Background: an optimization exercise with open tools, aiming at small area, a short achievable clock period and few clock cycles per item. Do not read the settings as production practice.
The RTL was checked by simulation tests, not by an equivalence proof against the original design.
The clock port is modelled as an ideal driver; clocking choices that lean on that would not hold on a real chip.
Power figures rest on the tool's default switching activity, not on a simulated workload.

== raven ==
==> flow/design.v (excerpt) <==
module mkMACBuff (
    input  CLK,
    input  RST_N,
    input  EN_mac,
    output RDY_mac,
    input  [15:0] mac_vectA_0,
    input  [15:0] mac_vectB_0,
    input  [15:0] mac_vectA_1,
    input  [15:0] mac_vectB_1,
    input  [15:0] mac_vectA_2,
    input  [15:0] mac_vectB_2,
    input  [15:0] mac_vectA_3,
    input  [15:0] mac_vectB_3,
    output EN_writeMem,
    output [5:0] writeMem_addr,
    output [33:0] writeMem_val,
    input  EN_blockRead,
    output RDY_blockRead,
    output EN_readMem,
    output [5:0] readMem_addr,
    input  [33:0] readMem_val,
    output VALID_memVal,
    output [33:0] memVal_data
);
Size: ~3400 cells after synthesis, roughly 41000 um2 of cells after synthesis.
==> flow/config.mk <==
export PLATFORM = sky130hd
export DESIGN_NAME = mkMACBuff
export DESIGN_NICKNAME = mkMACBuff
export VERILOG_FILES = /design/flow/design.v
export SDC_FILE = /design/flow/constraint.sdc
export NUM_CORES = 4
export LEC_CHECK = 0
export CAP_MARGIN = 20
export CORE_MARGIN = 2
export CORE_UTILIZATION = 40
export CTS_CLUSTER_DIAMETER = 100
export CTS_CLUSTER_SIZE = 20
export SETUP_SLACK_MARGIN = 1.95
export SLEW_MARGIN = 20
export SYNTH_HIERARCHICAL = 1
export SYNTH_MINIMUM_KEEP_SIZE = 0
==> flow/constraint.sdc <==
create_clock -name core_clock -period 4.5 [get_ports {CLK}]
set_input_delay 0.9000 -clock core_clock [delete_from_list [all_inputs] [get_ports {CLK}]]
set_output_delay 0.9000 -clock core_clock [all_outputs]
set_load 0.01 [all_outputs]
standard.sh (not shown) runs the stock make flow with config.mk's settings and CLKGATE_MAP_FILE= SYNTH_SCRIPT=/design/flow/synth_recipe.tcl, a recipe that flattens the netlist after the stock synthesis.
==> flow/flow/run.sh <==
#!/bin/bash
# The standard layout (the standard.sh, standard synthesis unchanged), with
# one change: the port buffers that global placement inserts on every input
# and output are buf_2 cells instead of the default choice.
# Each ORFS step writes its full log under orfs/logs/; make's own output goes
# to standard.log.
bash standard.sh BUFFER_PORTS_ARGS="-buffer_cell sky130_fd_sc_hd__buf_2" finish > standard.log 2>&1
Both conditions hold for raven: the flow ran to the end and the final layout passed the timing, design-rule and antenna checks.
Testbench counts of raven, summed over its fixed seeds: cycles 14,464, items 12,288.
### raven -> cedar
Settings: changing SETUP_SLACK_MARGIN from 1.95 to 2.3.
==> flow/flow/run.sh <==
#!/bin/bash
# The standard layout (the standard.sh, standard synthesis unchanged), with
# two changes:
#  - the port buffers that global placement inserts on every input and output
#    are buf_2 cells instead of the default choice;
#  - before clock tree synthesis, flow/t1_clock.tcl puts the first tree
#    register bank (t1_*) behind one extra clock buffer: useful skew between
#    register banks inside the datapath (no port-facing register is moved).
# Each ORFS step writes its full log under orfs/logs/; make's own output goes
# to standard.log.
bash standard.sh BUFFER_PORTS_ARGS="-buffer_cell sky130_fd_sc_hd__buf_2" \
  PRE_CTS_TCL="$PWD/flow/t1_clock.tcl" finish > standard.log 2>&1
==> flow/flow/t1_clock.tcl (new file) <==
# Hook run before clock tree synthesis: the first tree register bank (t1_*)
# gets its clock through one extra clock buffer, so its clock arrives a
# little later than the other registers' (useful skew between the input
# registers, whose paths to t1 are the longest register-to-register paths,
# and the t2 registers). Only paths between registers are affected: t1
# registers neither take inputs from ports nor drive outputs.
set block [ord::get_db_block]
set clk_net [$block findNet CLK]
set master [[ord::get_db] findMaster sky130_fd_sc_hd__clkbuf_16]
set buf [odb::dbInst_create $block $master skew_t1_clkbuf]
set net [odb::dbNet_create $block skew_t1_clk]
$net setSigType CLOCK
[$buf findITerm A] connect $clk_net
[$buf findITerm X] connect $net
set n 0
set sx 0
set sy 0
foreach inst [$block getInsts] {
  if {[string match "t1_*" [$inst getName]] && [string match "sky130_fd_sc_hd__df*" [[$inst getMaster] getName]]} {
    set it [$inst findITerm CLK]
    $it disconnect
    $it connect $net
    set loc [$inst getLocation]
    incr sx [lindex $loc 0]
    incr sy [lindex $loc 1]
    incr n
  }
}
$buf setLocation [expr {$sx / $n}] [expr {$sy / $n}]
$buf setPlacementStatus PLACED
puts "t1_clock.tcl: moved $n t1 registers to clock net skew_t1_clk"
Results
cedar finished all stages; the layout is clean.
Clock skew in cedar vs raven: up 140 ps
[cedar] clock latency on the worst-skew pair rose 270 ps relative to raven
Delay of the slowest cell on the worst path down 120 ps in cedar wrt raven
Comparing shortest period the worst path allows for raven and cedar, the smaller number came from cedar.
In the final reports, the cell area of cedar is larger than that of raven.
Of cedar and raven, it is cedar that has the higher standard cell area after detailed placement.
Relative to raven, average via count per standard cell has gone up in cedar.
Hold slack came out lower on cedar than on raven.
--- input diff cedar..lagoon ---
Settings: SETUP_SLACK_MARGIN: 2.3 -> 2.1; CTS_CLUSTER_SIZE: 20 -> unset; CTS_CLUSTER_DIAMETER: 100 -> unset.
==> flow/run.sh (new file) <==
#!/bin/bash
# synth_recipe.tcl (not shown) runs the flow's synth.tcl, then flattens the netlist and writes it again
# the make line also repeats each setting of config.mk as NAME=value (left out here)
make -C /OpenROAD-flow-scripts/flow DESIGN_CONFIG=/design/flow/config.mk WORK_HOME=/design/flow/orfs CLKGATE_MAP_FILE= SYNTH_SCRIPT=/design/flow/synth_recipe.tcl finish
removed: flow/flow/run.sh
removed: flow/flow/t1_clock.tcl
removed: flow/standard.sh
Results
Comparing lagoon and cedar, the higher share of layout cells above drive strength 1 is on cedar. From cedar to lagoon the numbers moved as follows: switching share of power lower; number of cells after detailed placement roughly the same; critical path depth higher; via count lower; maximum net fanout on the critical path higher. Shortest clock period the worst path allows after layout ends up lower on cedar. Compare lagoon and cedar | final critical-path setup slack lower: lagoon.
> inputs changed (lagoon -> amber)
Settings: SETUP_SLACK_MARGIN: 2.1 -> 2.0; CTS_CLUSTER_SIZE: unset -> 20; CTS_CLUSTER_DIAMETER: unset -> 100.
Notes after the runs:
Looking at wire length across both flows, amber is the stronger of the two, with lagoon trailing. Launch point of the critical path = a0_r[4]: lagoon; launch point of the critical path = b0_r[9]: amber. amber closes out successfully: all stages finished, all timing, DRC and antenna checks passed. Arrival time at the worst endpoint (higher): amber. amber vs. lagoon: clock edge transition at the registers on the reported setup and hold paths moved up; share of power burned in combinational logic moved up; hold slack level.
For indigo, these inputs were changed with respect to amber:
Settings: clearing CTS_CLUSTER_DIAMETER, which used to be 100; swapping 2.0 for 2.1 in SETUP_SLACK_MARGIN; clearing CTS_CLUSTER_SIZE, which used to be 20; putting CTS_BUF_LIST at sky130_fd_sc_hd__clkbuf_4 sky130_fd_sc_hd__clkbuf_8 where nothing was set.
==> notes.md <==
- Both conditions hold for amber: the flow ran to the end and the final layout passed the timing, design-rule and antenna checks.
- indigo: flow completed, timing, DRC and antenna clean
- Where time the final worst path needs with I/O delays and setup is concerned, amber is outperformed by indigo.
- For area taken by flip-flops and latches, amber and indigo come out practically identical.
- Worst hold slack: amber vs indigo, no meaningful difference
- Compared indigo vs amber, and count of clock-buffer cells in the layout is up in indigo.
- Summary of indigo over amber: final core utilization higher; total setup buffers inserted after CTS higher.
Inputs modified between indigo and nickel:
Settings: SETUP_SLACK_MARGIN now 2.2, was 2.1; CTS_CLUSTER_SIZE now 20, previously not set; CTS_BUF_LIST no longer set, was sky130_fd_sc_hd__clkbuf_4 sky130_fd_sc_hd__clkbuf_8; CTS_CLUSTER_DIAMETER now 100, previously not set.
==> flow/flow/run.sh (new file) <==
#!/bin/bash
# The standard layout (the standard.sh, standard synthesis unchanged), with
# two changes:
#  - the port buffers that global placement inserts on every input and output
#    are buf_2 cells instead of the default choice;
#  - timing repair only resizes gates and swaps pins (no new buffers, no
#    cloned gates).
# Each ORFS step writes its full log under orfs/logs/; make's own output goes
# to standard.log.
bash standard.sh BUFFER_PORTS_ARGS="-buffer_cell sky130_fd_sc_hd__buf_2" \
  SETUP_MOVE_SEQUENCE="unbuffer,sizeup,swap" finish > standard.log 2>&1
==> flow/standard.sh (new file) <==
#!/bin/bash
# synth_recipe.tcl (not shown) runs the flow's synth.tcl, then flattens the netlist and writes it again
# the make line also repeats each setting of config.mk as NAME=value (left out here)
make -C /OpenROAD-flow-scripts/flow DESIGN_CONFIG=/design/flow/config.mk WORK_HOME=/design/flow/orfs CLKGATE_MAP_FILE= SYNTH_SCRIPT=/design/flow/synth_recipe.tcl "${@:-finish}"
removed: flow/run.sh
Results
Of nickel and indigo, the lower part of the power in the clock network belongs to nickel. | worst setup slack after layout | nickel vs indigo | worse |. Post-layout utilization of the core, nickel and indigo: higher on indigo. Overall power of the completed layout delta (nickel − indigo): favourable. nickel reports its highest signal layer in the routed design as met5 while indigo reports met4. Compared to indigo, the routing of nickel uses less wire. In nickel relative to indigo, final-stage net count had gone down by a few percent.

==> port drivers added, routing unchanged <==
The flow's constraints put no driver on any port. The routed layouts listed below were extracted and timed again, unchanged, in two steps.
Step 1 (the two cells are an assumption about what drives the block):
set clk [get_ports {CLK}]
set_driving_cell -lib_cell sky130_fd_sc_hd__clkbuf_16 $clk
set_driving_cell -lib_cell sky130_fd_sc_hd__buf_2 [delete_from_list [all_inputs] $clk]
Step 2 times the ports against the registers' clock, not the clock port: input delays grow and output delays shrink by t, the midpoint of the rising clock arrivals with the driver on.
Slacks: no drivers / after step 1 / after step 2; pairs: no drivers / after step 1.
run | shift t [ns] | slack for setup (ns) | slew at the worst register clock pin (ns) | pins driven straight from the clock port
raven | 0.708 | 1.916 / 1.916 / 1.916 | 0.09 / 0.09 | 1
cedar | 0.924 | 2.182 / 2.100 / 2.184 | 0.11 / 0.11 | 2
lagoon | 0.716 | 2.003 / 2.003 / 2.003 | 0.07 / 0.07 | 1
amber | 0.705 | 1.960 / 1.960 / 1.960 | 0.10 / 0.10 | 1
indigo | 0.829 | 2.037 / 2.037 / 2.037 | 0.07 / 0.07 | 1
nickel | 0.699 | 2.022 / 2.022 / 2.022 | 0.10 / 0.10 | 1
After both steps setup and hold are still met in every run listed.
